This is an optimization exercise on Yosys and OpenROAD, whose aim is small area, a short achievable clock period and few clock cycles per item, not a production implementation. In this exercise RTL edits were held to simulation tests only and were not proved equivalent to the original. No activity file was given, so power comes from the tool's default toggle rates.

## flow/flow/run.sh

```bash
#!/bin/bash
# The standard layout (standard.sh: unchanged synthesis, SDC and steps)
# with two resizer settings changed:
# - the port buffers are buf_4 cells rather than the default delay-buffer
#   cells (every port still gets its own buffer).
export SETUP_SLACK_MARGIN=9.3
export BUFFER_PORTS_ARGS="-buffer_cell sky130_fd_sc_hd__buf_4"
bash standard.sh > standard.log 2>&1
```

## flow/standard.sh

```bash
#!/bin/bash
# synth_recipe.tcl (not shown) runs the flow's synth.tcl, then flattens the netlist and writes it again
# the make line also repeats each setting of config.mk as NAME=value (left out here)
make -C /OpenROAD-flow-scripts/flow DESIGN_CONFIG=/design/flow/config.mk WORK_HOME=/design/flow/orfs CLKGATE_MAP_FILE= SYNTH_SCRIPT=/design/flow/synth_recipe.tcl "${@:-finish}"
```

## flow/config.mk

```make
export PLATFORM = sky130hd
export DESIGN_NAME = md5
export DESIGN_NICKNAME = md5
export VERILOG_FILES = /design/flow/design.v
export SDC_FILE = /design/flow/constraint.sdc
export NUM_CORES = 8
export LEC_CHECK = 0
export CAP_MARGIN = 20
export CORE_MARGIN = 2
export CORE_UTILIZATION = 60
export CTS_CLUSTER_DIAMETER = 80
export CTS_CLUSTER_SIZE = 25
export SLEW_MARGIN = 20
export SYNTH_HIERARCHICAL = 1
```

## flow/constraint.sdc

```tcl
create_clock -name core_clock -period 13.5 [get_ports {clock}]
set_input_delay 2.7000 -clock core_clock [delete_from_list [all_inputs] [get_ports {clock}]]
set_output_delay 2.7000 -clock core_clock [all_outputs]
set_load 0.01 [all_outputs]
```

## flow/design.v

```verilog
module md5(
  input          clock,
  input          reset,
  input  [127:0] io_in,
  input          io_in_valid,
  output [127:0] io_out,
  output         io_out_valid,
  output         io_ready
);
  reg         av0;
  reg [3:0]   ap0;
  reg [127:0] ax0;
  reg [31:0]  apre0, ab0, ac0, ad0;
  reg         bv0;
  reg [3:0]   bp0;
  reg [127:0] bx0;
  reg [31:0]  bsum0, bdk0, bb0, bc0;
  reg [1:0]   bws0;
  reg         av1;
  reg [3:0]   ap1;
  reg [127:0] ax1;
  reg [31:0]  apre1, ab1, ac1, ad1;
  reg         bv1;
  reg [3:0]   bp1;
  reg [127:0] bx1;
  reg [31:0]  bsum1, bdk1, bb1, bc1;
  reg [1:0]   bws1;
  reg         av2;
  reg [3:0]   ap2;
  reg [127:0] ax2;
  reg [31:0]  apre2, ab2, ac2, ad2;
  reg         bv2;
  reg [3:0]   bp2;
  reg [127:0] bx2;
  reg [31:0]  bsum2, bdk2, bb2, bc2;
  reg [1:0]   bws2;
  reg         av3;
  reg [3:0]   ap3;
  reg [127:0] ax3;
  reg [31:0]  apre3, ab3, ac3, ad3;
  reg         bv3;
  reg [3:0]   bp3;
  reg [127:0] bx3;
  reg [31:0]  bsum3, bdk3, bb3, bc3;
  reg [1:0]   bws3;
  reg         ov;
  reg         fst;    
  wire done = bv3 & (bp3 == 4'd15);
  reg         rdy;    
  wire free = rdy;
  wire accept = free & io_in_valid & ~reset;
  assign io_ready = free;
  assign io_out_valid = ov;
  assign io_out = {apre0, ab0, ac0, ad0};
  wire [1:0] ra0 = ap0[3:2];
  reg [31:0] f0;
  always @* begin
    case (ra0)
      2'd0: f0 = (ab0 & ac0) | (~ab0 & ad0);
      2'd1: f0 = (ab0 & ad0) | (ac0 & ~ad0);
      2'd2: f0 = ab0 ^ ac0 ^ ad0;
      default: f0 = ac0 ^ (ab0 | ~ad0);
    endcase
  end
  wire [31:0] opa0 = fst ? ax0[31:0] : apre0;
  wire [31:0] opb0 = fst ? 32'hd76aa477 : f0;
  wire [31:0] sum0;
  add32_bk u_sum0(.a(opa0), .b(opb0), .s(sum0));
  wire [31:0] be0 = fst ? 32'hefcdab89 : ab0;
  wire [31:0] ce0 = fst ? 32'h98badcfe : ac0;
  wire [31:0] de0 = fst ? 32'h10325476 : ad0;
  wire [31:0] bq0 = be0;
  wire [31:0] cq0 = ce0;
  wire [1:0] ws0 =
    ({2{ap0 == 4'd0}} & 2'd1) |
    ({2{ap0 == 4'd1}} & 2'd1) |
    ({2{ap0 == 4'd2}} & 2'd1) |
    ({2{ap0 == 4'd3}} & 2'd1) |
    ({2{ap0 == 4'd4}} & 2'd0) |
    ({2{ap0 == 4'd5}} & 2'd2) |
    ({2{ap0 == 4'd6}} & 2'd0) |
    ({2{ap0 == 4'd7}} & 2'd2) |
    ({2{ap0 == 4'd8}} & 2'd0) |
    ({2{ap0 == 4'd9}} & 2'd1) |
    ({2{ap0 == 4'd10}} & 2'd2) |
    ({2{ap0 == 4'd11}} & 2'd3) |
    ({2{ap0 == 4'd12}} & 2'd2) |
    ({2{ap0 == 4'd13}} & 2'd2) |
    ({2{ap0 == 4'd14}} & 2'd3) |
    ({2{ap0 == 4'd15}} & 2'd3);
  wire [31:0] kn0 =
    ({32{ap0 == 4'd0}} & 32'he8c7b756) |
    ({32{ap0 == 4'd1}} & 32'h4787c62a) |
    ({32{ap0 == 4'd2}} & 32'h8b44f7af) |
    ({32{ap0 == 4'd3}} & 32'hfd987193) |
    ({32{ap0 == 4'd4}} & 32'hc040b340) |
    ({32{ap0 == 4'd5}} & 32'h02441453) |
    ({32{ap0 == 4'd6}} & 32'hc33707d6) |
    ({32{ap0 == 4'd7}} & 32'hfcefa3f8) |
    ({32{ap0 == 4'd8}} & 32'h8771f681) |
    ({32{ap0 == 4'd9}} & 32'h4bdecfa9) |
    ({32{ap0 == 4'd10}} & 32'heaa127fa) |
    ({32{ap0 == 4'd11}} & 32'he6db99e5) |
    ({32{ap0 == 4'd12}} & 32'h432aff97) |
    ({32{ap0 == 4'd13}} & 32'h8f0ccc92) |
    ({32{ap0 == 4'd14}} & 32'hfe2ce6e0) |
    ({32{ap0 == 4'd15}} & 32'hbd3af235);
  wire [31:0] dk0;
  add32_bk u_dk0(.a(de0), .b(kn0), .s(dk0));
  wire [1:0] rb0 = bp0[3:2];
  reg [31:0] rot0;
  always @* begin
    case (rb0)
      2'd0: rot0 = {bsum0[24:0], bsum0[31:25]};
      2'd1: rot0 = {bsum0[26:0], bsum0[31:27]};
      2'd2: rot0 = {bsum0[27:0], bsum0[31:28]};
      default: rot0 = {bsum0[25:0], bsum0[31:26]};
    endcase
  end
  reg [31:0] wn0;
  always @* begin
    case (bws0)
      2'd0: wn0 = bx0[31:0];
      2'd1: wn0 = bx0[63:32];
      2'd2: wn0 = bx0[95:64];
      default: wn0 = bx0[127:96];
    endcase
  end
  wire [31:0] nb0;
  add32_bk u_nb0(.a(bb0), .b(rot0), .s(nb0));
  wire [31:0] nc0 = bb0;
  wire [31:0] nd0 = bc0;
  wire [31:0] npre0;
  add32_bk u_npre0(.a(bdk0), .b(wn0), .s(npre0));
  wire [1:0] ra1 = ap1[3:2];
  reg [31:0] f1;
  always @* begin
    case (ra1)
      2'd0: f1 = (ab1 & ac1) | (~ab1 & ad1);
      2'd1: f1 = (ab1 & ad1) | (ac1 & ~ad1);
      2'd2: f1 = ab1 ^ ac1 ^ ad1;
      default: f1 = ac1 ^ (ab1 | ~ad1);
    endcase
  end
  wire [31:0] sum1;
  add32_bk u_sum1(.a(apre1), .b(f1), .s(sum1));
  wire [31:0] be1 = ab1;
  wire [31:0] ce1 = ac1;
  wire [31:0] de1 = ad1;
  wire [31:0] bq1 = be1;
  wire [31:0] cq1 = ce1;
  wire [1:0] ws1 =
    ({2{ap1 == 4'd0}} & 2'd2) |
    ({2{ap1 == 4'd1}} & 2'd2) |
    ({2{ap1 == 4'd2}} & 2'd2) |
    ({2{ap1 == 4'd3}} & 2'd2) |
    ({2{ap1 == 4'd4}} & 2'd1) |
    ({2{ap1 == 4'd5}} & 2'd3) |
    ({2{ap1 == 4'd6}} & 2'd1) |
    ({2{ap1 == 4'd7}} & 2'd3) |
    ({2{ap1 == 4'd8}} & 2'd0) |
    ({2{ap1 == 4'd9}} & 2'd1) |
    ({2{ap1 == 4'd10}} & 2'd2) |
    ({2{ap1 == 4'd11}} & 2'd3) |
    ({2{ap1 == 4'd12}} & 2'd0) |
    ({2{ap1 == 4'd13}} & 2'd0) |
    ({2{ap1 == 4'd14}} & 2'd1) |
    ({2{ap1 == 4'd15}} & 2'd1);
  wire [31:0] kn1 =
    ({32{ap1 == 4'd0}} & 32'h242070db) |
    ({32{ap1 == 4'd1}} & 32'ha8304613) |
    ({32{ap1 == 4'd2}} & 32'hffff5bb1) |
    ({32{ap1 == 4'd3}} & 32'ha679438e) |
    ({32{ap1 == 4'd4}} & 32'h265e5a51) |
    ({32{ap1 == 4'd5}} & 32'hd8a1e681) |
    ({32{ap1 == 4'd6}} & 32'hf4d50d87) |
    ({32{ap1 == 4'd7}} & 32'h676f02d9) |
    ({32{ap1 == 4'd8}} & 32'h6d9d6122) |
    ({32{ap1 == 4'd9}} & 32'hf6bb4b60) |
    ({32{ap1 == 4'd10}} & 32'hd4ef3085) |
    ({32{ap1 == 4'd11}} & 32'h1fa27cf8) |
    ({32{ap1 == 4'd12}} & 32'hab9423a7) |
    ({32{ap1 == 4'd13}} & 32'hffeff47d) |
    ({32{ap1 == 4'd14}} & 32'ha3014314) |
    ({32{ap1 == 4'd15}} & 32'h2ad7d2bb);
  wire [31:0] dk1;
  add32_bk u_dk1(.a(de1), .b(kn1), .s(dk1));
  wire [1:0] rb1 = bp1[3:2];
  reg [31:0] rot1;
  always @* begin
    case (rb1)
      2'd0: rot1 = {bsum1[19:0], bsum1[31:20]};
      2'd1: rot1 = {bsum1[22:0], bsum1[31:23]};
      2'd2: rot1 = {bsum1[20:0], bsum1[31:21]};
      default: rot1 = {bsum1[21:0], bsum1[31:22]};
    endcase
  end
  reg [31:0] wn1;
  always @* begin
    case (bws1)
      2'd0: wn1 = bx1[31:0];
      2'd1: wn1 = bx1[63:32];
      2'd2: wn1 = bx1[95:64];
      default: wn1 = bx1[127:96];
    endcase
  end
  wire [31:0] nb1;
  add32_bk u_nb1(.a(bb1), .b(rot1), .s(nb1));
  wire [31:0] nc1 = bb1;
  wire [31:0] nd1 = bc1;
  wire [31:0] npre1;
  add32_bk u_npre1(.a(bdk1), .b(wn1), .s(npre1));
  wire [1:0] ra2 = ap2[3:2];
  reg [31:0] f2;
  always @* begin
    case (ra2)
      2'd0: f2 = (ab2 & ac2) | (~ab2 & ad2);
      2'd1: f2 = (ab2 & ad2) | (ac2 & ~ad2);
      2'd2: f2 = ab2 ^ ac2 ^ ad2;
      default: f2 = ac2 ^ (ab2 | ~ad2);
    endcase
  end
  wire [31:0] sum2;
  add32_bk u_sum2(.a(apre2), .b(f2), .s(sum2));
  wire [31:0] be2 = ab2;
  wire [31:0] ce2 = ac2;
  wire [31:0] de2 = ad2;
  wire [31:0] bq2 = be2;
  wire [31:0] cq2 = ce2;
  wire [1:0] ws2 =
    ({2{ap2 == 4'd0}} & 2'd3) |
    ({2{ap2 == 4'd1}} & 2'd3) |
    ({2{ap2 == 4'd2}} & 2'd3) |
    ({2{ap2 == 4'd3}} & 2'd3) |
    ({2{ap2 == 4'd4}} & 2'd1) |
    ({2{ap2 == 4'd5}} & 2'd3) |
    ({2{ap2 == 4'd6}} & 2'd1) |
    ({2{ap2 == 4'd7}} & 2'd3) |
    ({2{ap2 == 4'd8}} & 2'd0) |
    ({2{ap2 == 4'd9}} & 2'd1) |
    ({2{ap2 == 4'd10}} & 2'd2) |
    ({2{ap2 == 4'd11}} & 2'd3) |
    ({2{ap2 == 4'd12}} & 2'd2) |
    ({2{ap2 == 4'd13}} & 2'd2) |
    ({2{ap2 == 4'd14}} & 2'd3) |
    ({2{ap2 == 4'd15}} & 2'd3);
  wire [31:0] kn2 =
    ({32{ap2 == 4'd0}} & 32'hc1bdceee) |
    ({32{ap2 == 4'd1}} & 32'hfd469501) |
    ({32{ap2 == 4'd2}} & 32'h895cd7be) |
    ({32{ap2 == 4'd3}} & 32'h49b40821) |
    ({32{ap2 == 4'd4}} & 32'he9b6c7aa) |
    ({32{ap2 == 4'd5}} & 32'he7d3fbc8) |
    ({32{ap2 == 4'd6}} & 32'h455a14ed) |
    ({32{ap2 == 4'd7}} & 32'h8d2a4c8a) |
    ({32{ap2 == 4'd8}} & 32'hfde5380c) |
    ({32{ap2 == 4'd9}} & 32'hbebfbc70) |
    ({32{ap2 == 4'd10}} & 32'h04881d05) |
    ({32{ap2 == 4'd11}} & 32'hc4ac5665) |
    ({32{ap2 == 4'd12}} & 32'hfc93a039) |
    ({32{ap2 == 4'd13}} & 32'h85845dd1) |
    ({32{ap2 == 4'd14}} & 32'h4e0811a1) |
    ({32{ap2 == 4'd15}} & 32'heb86d391);
  wire [31:0] dk2;
  add32_bk u_dk2(.a(de2), .b(kn2), .s(dk2));
  wire [1:0] rb2 = bp2[3:2];
  reg [31:0] rot2;
  always @* begin
    case (rb2)
      2'd0: rot2 = {bsum2[14:0], bsum2[31:15]};
      2'd1: rot2 = {bsum2[17:0], bsum2[31:18]};
      2'd2: rot2 = {bsum2[15:0], bsum2[31:16]};
      default: rot2 = {bsum2[16:0], bsum2[31:17]};
    endcase
  end
  reg [31:0] wn2;
  always @* begin
    case (bws2)
      2'd0: wn2 = bx2[31:0];
      2'd1: wn2 = bx2[63:32];
      2'd2: wn2 = bx2[95:64];
      default: wn2 = bx2[127:96];
    endcase
  end
  wire [31:0] nb2;
  add32_bk u_nb2(.a(bb2), .b(rot2), .s(nb2));
  wire [31:0] nc2 = bb2;
  wire [31:0] nd2 = bc2;
  wire [31:0] npre2;
  add32_bk u_npre2(.a(bdk2), .b(wn2), .s(npre2));
  wire [1:0] ra3 = ap3[3:2];
  reg [31:0] f3;
  always @* begin
    case (ra3)
      2'd0: f3 = (ab3 & ac3) | (~ab3 & ad3);
      2'd1: f3 = (ab3 & ad3) | (ac3 & ~ad3);
      2'd2: f3 = ab3 ^ ac3 ^ ad3;
      default: f3 = ac3 ^ (ab3 | ~ad3);
    endcase
  end
  wire [31:0] sum3;
  add32_bk u_sum3(.a(apre3), .b(f3), .s(sum3));
  wire [31:0] be3 = ab3;
  wire [31:0] ce3 = ac3;
  wire [31:0] de3 = ad3;
  wire alast = (ap3 == 4'd15);
  wire [31:0] bq3 = alast ? be3 + 32'hefcdab89 : be3;
  wire [31:0] cq3 = alast ? ce3 + 32'h10325476 : ce3;
  wire [1:0] ws3 =
    ({2{ap3 == 4'd0}} & 2'd0) |
    ({2{ap3 == 4'd1}} & 2'd0) |
    ({2{ap3 == 4'd2}} & 2'd0) |
    ({2{ap3 == 4'd3}} & 2'd0) |
    ({2{ap3 == 4'd4}} & 2'd2) |
    ({2{ap3 == 4'd5}} & 2'd0) |
    ({2{ap3 == 4'd6}} & 2'd2) |
    ({2{ap3 == 4'd7}} & 2'd0) |
    ({2{ap3 == 4'd8}} & 2'd1) |
    ({2{ap3 == 4'd9}} & 2'd2) |
    ({2{ap3 == 4'd10}} & 2'd3) |
    ({2{ap3 == 4'd11}} & 2'd0) |
    ({2{ap3 == 4'd12}} & 2'd0) |
    ({2{ap3 == 4'd13}} & 2'd1) |
    ({2{ap3 == 4'd14}} & 2'd1) |
    ({2{ap3 == 4'd15}} & 2'd0);
  wire [31:0] kn3 =
    ({32{ap3 == 4'd0}} & 32'hf57c0faf) |
    ({32{ap3 == 4'd1}} & 32'h698098d8) |
    ({32{ap3 == 4'd2}} & 32'h6b901122) |
    ({32{ap3 == 4'd3}} & 32'hf61e2562) |
    ({32{ap3 == 4'd4}} & 32'hd62f105d) |
    ({32{ap3 == 4'd5}} & 32'h21e1cde6) |
    ({32{ap3 == 4'd6}} & 32'ha9e3e905) |
    ({32{ap3 == 4'd7}} & 32'hfffa3942) |
    ({32{ap3 == 4'd8}} & 32'ha4beea44) |
    ({32{ap3 == 4'd9}} & 32'h289b7ec6) |
    ({32{ap3 == 4'd10}} & 32'hd9d4d039) |
    ({32{ap3 == 4'd11}} & 32'hf4292244) |
    ({32{ap3 == 4'd12}} & 32'h655b59c3) |
    ({32{ap3 == 4'd13}} & 32'h6fa87e4f) |
    ({32{ap3 == 4'd14}} & 32'hf7537e82) |
    ({32{ap3 == 4'd15}} & 32'h67452301);
  wire [31:0] dk3;
  add32_bk u_dk3(.a(de3), .b(kn3), .s(dk3));
  wire [1:0] rb3 = bp3[3:2];
  reg [31:0] rot3;
  always @* begin
    case (rb3)
      2'd0: rot3 = {bsum3[9:0], bsum3[31:10]};
      2'd1: rot3 = {bsum3[11:0], bsum3[31:12]};
      2'd2: rot3 = {bsum3[8:0], bsum3[31:9]};
      default: rot3 = {bsum3[10:0], bsum3[31:11]};
    endcase
  end
  reg [31:0] wn3;
  always @* begin
    case (bws3)
      2'd0: wn3 = bx3[31:0];
      2'd1: wn3 = bx3[63:32];
      2'd2: wn3 = bx3[95:64];
      default: wn3 = bx3[127:96];
    endcase
  end
  wire blast = (bp3 == 4'd15);
  wire [31:0] nb3;
  add32_bk u_nb3(.a(bb3), .b(rot3), .s(nb3));
  wire [31:0] nc3 = blast ? bb3 + 32'ha8ed3175 : bb3;
  wire [31:0] nd3 = bc3;
  wire [31:0] wm3 = blast ? 32'd0 : wn3;
  wire [31:0] npre3;
  add32_bk u_npre3(.a(bdk3), .b(wm3), .s(npre3));
  always @(posedge clock) begin
    ov <= ~reset & done;
    av0 <= accept | (~reset & bv3 & ~done);
    ap0 <= bv3 ? bp3 + 4'd1 : 4'd0;
    fst <= free;
    rdy <= reset | ~av3 | (ap3 == 4'd15);
    ax0 <= free ? io_in : bx3;
    apre0 <= npre3; ab0 <= nb3; ac0 <= nc3; ad0 <= nd3;
    bv0 <= ~reset & av0;
    bp0 <= ap0;
    bx0 <= ax0;
    bsum0 <= sum0; bdk0 <= dk0; bb0 <= bq0; bc0 <= cq0; bws0 <= ws0;
    av1 <= ~reset & bv0;
    ap1 <= bp0;
    ax1 <= bx0;
    apre1 <= npre0; ab1 <= nb0; ac1 <= nc0; ad1 <= nd0;
    bv1 <= ~reset & av1;
    bp1 <= ap1;
    bx1 <= ax1;
    bsum1 <= sum1; bdk1 <= dk1; bb1 <= bq1; bc1 <= cq1; bws1 <= ws1;
    av2 <= ~reset & bv1;
    ap2 <= bp1;
    ax2 <= bx1;
    apre2 <= npre1; ab2 <= nb1; ac2 <= nc1; ad2 <= nd1;
    bv2 <= ~reset & av2;
    bp2 <= ap2;
    bx2 <= ax2;
    bsum2 <= sum2; bdk2 <= dk2; bb2 <= bq2; bc2 <= cq2; bws2 <= ws2;
    av3 <= ~reset & bv2;
    ap3 <= bp2;
    ax3 <= bx2;
    apre3 <= npre2; ab3 <= nb2; ac3 <= nc2; ad3 <= nd2;
    bv3 <= ~reset & av3;
    bp3 <= ap3;
    bx3 <= ax3;
    bsum3 <= sum3; bdk3 <= dk3; bb3 <= bq3; bc3 <= cq3; bws3 <= ws3;
  end
endmodule
module add32_bk(input [31:0] a, input [31:0] b, output [31:0] s);
  wire [31:0] p0 = a ^ b;
  wire [31:0] g0 = a & b;
  wire gg1 = g0[1] | (p0[1] & g0[0]);
  wire pp1 = p0[1] & p0[0];
  wire gg2 = g0[3] | (p0[3] & g0[2]);
  wire pp2 = p0[3] & p0[2];
  wire gg3 = g0[5] | (p0[5] & g0[4]);
  wire pp3 = p0[5] & p0[4];
  wire gg4 = g0[7] | (p0[7] & g0[6]);
  wire pp4 = p0[7] & p0[6];
  wire gg5 = g0[9] | (p0[9] & g0[8]);
  wire pp5 = p0[9] & p0[8];
  wire gg6 = g0[11] | (p0[11] & g0[10]);
  wire pp6 = p0[11] & p0[10];
  wire gg7 = g0[13] | (p0[13] & g0[12]);
  wire pp7 = p0[13] & p0[12];
  wire gg8 = g0[15] | (p0[15] & g0[14]);
  wire pp8 = p0[15] & p0[14];
  wire gg9 = g0[17] | (p0[17] & g0[16]);
  wire pp9 = p0[17] & p0[16];
  wire gg10 = g0[19] | (p0[19] & g0[18]);
  wire pp10 = p0[19] & p0[18];
  wire gg11 = g0[21] | (p0[21] & g0[20]);
  wire pp11 = p0[21] & p0[20];
  wire gg12 = g0[23] | (p0[23] & g0[22]);
  wire pp12 = p0[23] & p0[22];
  wire gg13 = g0[25] | (p0[25] & g0[24]);
  wire pp13 = p0[25] & p0[24];
  wire gg14 = g0[27] | (p0[27] & g0[26]);
  wire pp14 = p0[27] & p0[26];
  wire gg15 = g0[29] | (p0[29] & g0[28]);
  wire pp15 = p0[29] & p0[28];
  wire gg16 = g0[31] | (p0[31] & g0[30]);
  wire pp16 = p0[31] & p0[30];
  wire gg17 = gg2 | (pp2 & gg1);
  wire pp17 = pp2 & pp1;
  wire gg18 = gg4 | (pp4 & gg3);
  wire pp18 = pp4 & pp3;
  wire gg19 = gg6 | (pp6 & gg5);
  wire pp19 = pp6 & pp5;
  wire gg20 = gg8 | (pp8 & gg7);
  wire pp20 = pp8 & pp7;
  wire gg21 = gg10 | (pp10 & gg9);
  wire pp21 = pp10 & pp9;
  wire gg22 = gg12 | (pp12 & gg11);
  wire pp22 = pp12 & pp11;
  wire gg23 = gg14 | (pp14 & gg13);
  wire pp23 = pp14 & pp13;
  wire gg24 = gg16 | (pp16 & gg15);
  wire pp24 = pp16 & pp15;
  wire gg25 = gg18 | (pp18 & gg17);
  wire pp25 = pp18 & pp17;
  wire gg26 = gg20 | (pp20 & gg19);
  wire pp26 = pp20 & pp19;
  wire gg27 = gg22 | (pp22 & gg21);
  wire pp27 = pp22 & pp21;
  wire gg28 = gg24 | (pp24 & gg23);
  wire pp28 = pp24 & pp23;
  wire gg29 = gg26 | (pp26 & gg25);
  wire pp29 = pp26 & pp25;
  wire gg30 = gg28 | (pp28 & gg27);
  wire pp30 = pp28 & pp27;
  wire gg31 = gg30 | (pp30 & gg29);
  wire pp31 = pp30 & pp29;
  wire gg32 = gg27 | (pp27 & gg29);
  wire pp32 = pp27 & pp29;
  wire gg33 = gg19 | (pp19 & gg25);
  wire pp33 = pp19 & pp25;
  wire gg34 = gg21 | (pp21 & gg29);
  wire pp34 = pp21 & pp29;
  wire gg35 = gg23 | (pp23 & gg32);
  wire pp35 = pp23 & pp32;
  wire gg36 = gg3 | (pp3 & gg17);
  wire pp36 = pp3 & pp17;
  wire gg37 = gg5 | (pp5 & gg25);
  wire pp37 = pp5 & pp25;
  wire gg38 = gg7 | (pp7 & gg33);
  wire pp38 = pp7 & pp33;
  wire gg39 = gg9 | (pp9 & gg29);
  wire pp39 = pp9 & pp29;
  wire gg40 = gg11 | (pp11 & gg34);
  wire pp40 = pp11 & pp34;
  wire gg41 = gg13 | (pp13 & gg32);
  wire pp41 = pp13 & pp32;
  wire gg42 = gg15 | (pp15 & gg35);
  wire pp42 = pp15 & pp35;
  wire gg43 = g0[2] | (p0[2] & gg1);
  wire pp43 = p0[2] & pp1;
  wire gg44 = g0[4] | (p0[4] & gg17);
  wire pp44 = p0[4] & pp17;
  wire gg45 = g0[6] | (p0[6] & gg36);
  wire pp45 = p0[6] & pp36;
  wire gg46 = g0[8] | (p0[8] & gg25);
  wire pp46 = p0[8] & pp25;
  wire gg47 = g0[10] | (p0[10] & gg37);
  wire pp47 = p0[10] & pp37;
  wire gg48 = g0[12] | (p0[12] & gg33);
  wire pp48 = p0[12] & pp33;
  wire gg49 = g0[14] | (p0[14] & gg38);
  wire pp49 = p0[14] & pp38;
  wire gg50 = g0[16] | (p0[16] & gg29);
  wire pp50 = p0[16] & pp29;
  wire gg51 = g0[18] | (p0[18] & gg39);
  wire pp51 = p0[18] & pp39;
  wire gg52 = g0[20] | (p0[20] & gg34);
  wire pp52 = p0[20] & pp34;
  wire gg53 = g0[22] | (p0[22] & gg40);
  wire pp53 = p0[22] & pp40;
  wire gg54 = g0[24] | (p0[24] & gg32);
  wire pp54 = p0[24] & pp32;
  wire gg55 = g0[26] | (p0[26] & gg41);
  wire pp55 = p0[26] & pp41;
  wire gg56 = g0[28] | (p0[28] & gg35);
  wire pp56 = p0[28] & pp35;
  wire gg57 = g0[30] | (p0[30] & gg42);
  wire pp57 = p0[30] & pp42;
  assign s[0] = p0[0];
  assign s[1] = p0[1] ^ g0[0];
  assign s[2] = p0[2] ^ gg1;
  assign s[3] = p0[3] ^ gg43;
  assign s[4] = p0[4] ^ gg17;
  assign s[5] = p0[5] ^ gg44;
  assign s[6] = p0[6] ^ gg36;
  assign s[7] = p0[7] ^ gg45;
  assign s[8] = p0[8] ^ gg25;
  assign s[9] = p0[9] ^ gg46;
  assign s[10] = p0[10] ^ gg37;
  assign s[11] = p0[11] ^ gg47;
  assign s[12] = p0[12] ^ gg33;
  assign s[13] = p0[13] ^ gg48;
  assign s[14] = p0[14] ^ gg38;
  assign s[15] = p0[15] ^ gg49;
  assign s[16] = p0[16] ^ gg29;
  assign s[17] = p0[17] ^ gg50;
  assign s[18] = p0[18] ^ gg39;
  assign s[19] = p0[19] ^ gg51;
  assign s[20] = p0[20] ^ gg34;
  assign s[21] = p0[21] ^ gg52;
  assign s[22] = p0[22] ^ gg40;
  assign s[23] = p0[23] ^ gg53;
  assign s[24] = p0[24] ^ gg32;
  assign s[25] = p0[25] ^ gg54;
  assign s[26] = p0[26] ^ gg41;
  assign s[27] = p0[27] ^ gg55;
  assign s[28] = p0[28] ^ gg35;
  assign s[29] = p0[29] ^ gg56;
  assign s[30] = p0[30] ^ gg42;
  assign s[31] = p0[31] ^ gg57;
endmodule
```

==> results_dict.tcl <==
set metrics [dict create \
    status "complete, no violations" \
    cts_tree "done" \
    cp.required_ns 10.80 \
    final-max-slew-violation-count 0 \
    drc 0 \
    postSynthAreaPerCell_um2 11.38 \
    cts_root_buf "clkbuf_16" \
    ant_nets 0 \
    finalHoldViolCount 0 \
    synth_area_leader_cell "dfxtp_1" \
    fin_crit_sh_pct 31.23 \
    maxCapViolCount 0 \
    grt_pass1_wl_mm 391.9 \
    cp_num_buf_inv 1 \
    max_slew_margin_pct 9.805 \
    wire_per_inst_um 29.64 \
    io_buffers 260 \
    grt_util_met2_pct 57.28 \
    p_total_w 0.01875 \
    drtPass1Iterations 6 \
    critPathMaxFanout 5 \
    crit_path_cell_trace "buf_4" \
    hold_path_class "reg2reg" \
    syn-cell-area_um2 85330 \
    seq_area_frac_synth_pct 49.24 \
    netlist.area_leader.share_pct 49.24 \
    dp_hpwl_mm 224.2 \
    syn_inst 7496 \
    slowest_stage "dfxtp_2" \
    startpoint_type "register" \
    antenna_found_initial 33 \
    dieArea_um2 145300 \
    p_leak_nw 38.79 \
    max_slew.worst_pin.slew_ns 1.353 \
    grt.overflow.total 0 \
    vias 58653 \
    fillers 10808 \
    die_h_um 381.1 \
    mostFrequentLayoutCells "dfxtp_1 (1969), a21oi_1 (553), nand2_1 (526)" \
    layout.nets 8492 \
    cp.arrival_ns 1.52 \
    grt_usage_pct 38.30 \
    clock_sinks 2099 \
    io_pins 261 \
    path_clk_slew_ns 0.10 \
    use_met1_pct 50.85 \
    vias_per_cell 6.121 \
    grtUsageMet3_pct 8.090 \
    drive_above_1_share_pct 17.37 \
    ys_ff_latch 2099 \
    dp.cells 9360 \
    fin_tns_setup_ns 0 \
    clk_path_buf_depth 3 \
    skew_ns 0.08447 \
    synth_warnings 7 \
    initial_core_util_pct 60.34 \
    synth_cell_types 81 \
    whs_ns 0.3113 \
    grt_pass1_vias 54965 \
    die_width_um 381.1 \
    synthArstFlopShare_pct 0 \
    final_common_cell "dfxtp_1" \
    synth_nets 8351 \
    busiest_layer "met2" \
    synth_area_leaders "dfxtp_1 (49%), ha_1 (6.9%), mux4_2 (6.8%)" \
    synth_edf_count 0 \
    wirelength_mm 284.1 \
    vdd_drop_max_mv 0.2138 \
    period_needed_ns 4.216 \
    max_freq_ghz 0.2372 \
    final_cells 9583 \
    numCtsBuffers 105 \
    crit_path_max_incr_delay_ns 0.58 \
    crit_path_end_kind "output port" \
    power.density_nw_per_um2 200.2 \
    row_count 138 \
    crit_type "reg2out" \
    clk_latency_ns 0.81 \
    syn2layout_area_growth_pct 9.705 \
    rsz0062_at_grt "false" \
    globalplace.congestion 1.056 \
    core_area_um2 141400 \
    setup_violations 0 \
    htree_levels 3 \
    drtIter0Drc 6624 \
    grt_max_degree 119 \
    synth_ff_type "dfxtp_1" \
    timing.critical_path.max_delay_family "flip-flops" \
]
-- modules after synthesis (local to each module, per instance) --
module / times used / flops+latches / area, um^2
add32_bk: 16 / 0 / 1301
md5: 1 / 2099 / 64510
-- flip-flops by register name, indices dropped and copies added (netlist names), 128 cells and up --
name / count
bx2: 128
ax2: 128
ax3: 128
bx3: 128
ax0: 128
ax1: 128
bx1: 128
bx0: 128
-- cells by family after synthesis --
logic type	synth area share [%]
flops	49.24
simple gates	8.017
compound gates	11.77
fa+ha+maj	13.70
buf+inv	3.393
xor+xnor	4.988
mux	8.893
-- stage by stage --
stage               util [%]  setup slack (ns)  cell area, um^2
floorplan                  -             9.626            85330
global placement       62.77             8.331            88760
detailed placement     62.77             8.307            88760
CTS                    65.64             9.300            92820
global route           66.18             9.295            93590
finish                 66.20             9.284            93620
-- cells in the mapped netlist (all sizes together) (4+ instances only) --
cell type / instances
o211ai: 28
or3: 4
a22oi: 29
nand2: 526
o31a: 5
o21ba: 17
maj3: 71
ha: 468
buf: 81
a31oi: 182
inv: 425
xnor2: 226
a21oi: 560
a21o: 69
mux4: 256
a211o: 5
fa: 256
o31ai: 37
nor3b: 34
o21ai: 243
clkbuf: 248
or2: 61
nand2b: 70
nor4b: 4
mux2: 161
a21boi: 19
and2: 56
and3: 6
o21bai: 51
xor2: 260
a211oi: 28
nor3: 141
a2111oi: 33
a22o: 7
nor2: 345
o21a: 38
o22ai: 13
a221oi: 5
nand3: 112
dfxtp: 2099
nand4: 37
nor2b: 69
o221a: 70
-- per-layer routing --
metal	routed length, um	share of wire, %
met5	69	0.024
met1	113200	40
met2	122800	43
met3	26140	9.2
met4	21850	7.7
-- power by group --
group	total (W)	internal (W)	switching (W)
Clock	0.00366	0.00157	0.00209
Combinational	0.00540	0.00243	0.00297
Sequential	0.00968	0.00741	0.00227
-- final timing paths --
| check | from | cells after the start | to | slack [ns] |
|---|---|---|---|---|
| min | bc0[1] | 0 | ad1[1] | 0.31 |
| max | ad0[31] | 1 | io_out[31] | 9.28 |
| min reg2reg | bc0[1] | 0 | ad1[1] | 0.31 |
| max reg2reg | bws2[1] | 12 | apre3[30] | 9.34 |
-- timing repair --
item	in CTS	in global routing
hold buffers	0	0
gates cloned	0	7
endpoints found under the setup margin	284	106
resized for setup	201	82
pin swaps	2	7
buffers inserted	20	33
-- final cells by class --
| cell class | count | area (um^2) | share of cell area [%] |
|---|---|---|---|
| clock inverters | 36 | 590.6 | 0.6308 |
| flip-flops and latches | 2099 | 42330 | 45.22 |
| repair buffers | 363 | 3316 | 3.542 |
| clock buffers | 115 | 2738 | 2.924 |
| multi-input cells | 4640 | 40630 | 43.40 |
| diodes | 12 | 30.03 | 0.03208 |
| well taps | 1890 | 2365 | 2.526 |
| inverters | 428 | 1618 | 1.728 |
Testbench counts, summed over its fixed seeds: cycles 12,360, items 768.

## static timing again, ports no longer ideal
No port has a modelled driver above. Below, the same layout with a new extraction and two added sets of constraints.
Step 1 (the two cells are an assumption about what drives the block):
set clk [get_ports {clock}]
set_driving_cell -lib_cell sky130_fd_sc_hd__clkbuf_16 $clk
set_driving_cell -lib_cell sky130_fd_sc_hd__buf_2 [delete_from_list [all_inputs] $clk]
Step 2 times the ports against the registers' clock, not the clock port: input delays grow and output delays shrink by t, the midpoint of the rising clock arrivals with the driver on.
Three values: no drivers, after step 1, after step 2; two values: the first two.
t (ns): 0.856
setup slack, ns: 9.284 / 9.201 / 9.343
hold slack, ns: 0.311 / 0.311 / 0.311
worst register clock-pin slew, ns: 0.10 / 0.10
pins driven straight from the clock port: 1
After both steps this run still meets setup and hold. The setup slack of this run moves by -0.083 ns with the drivers and by +0.059 ns with both steps.
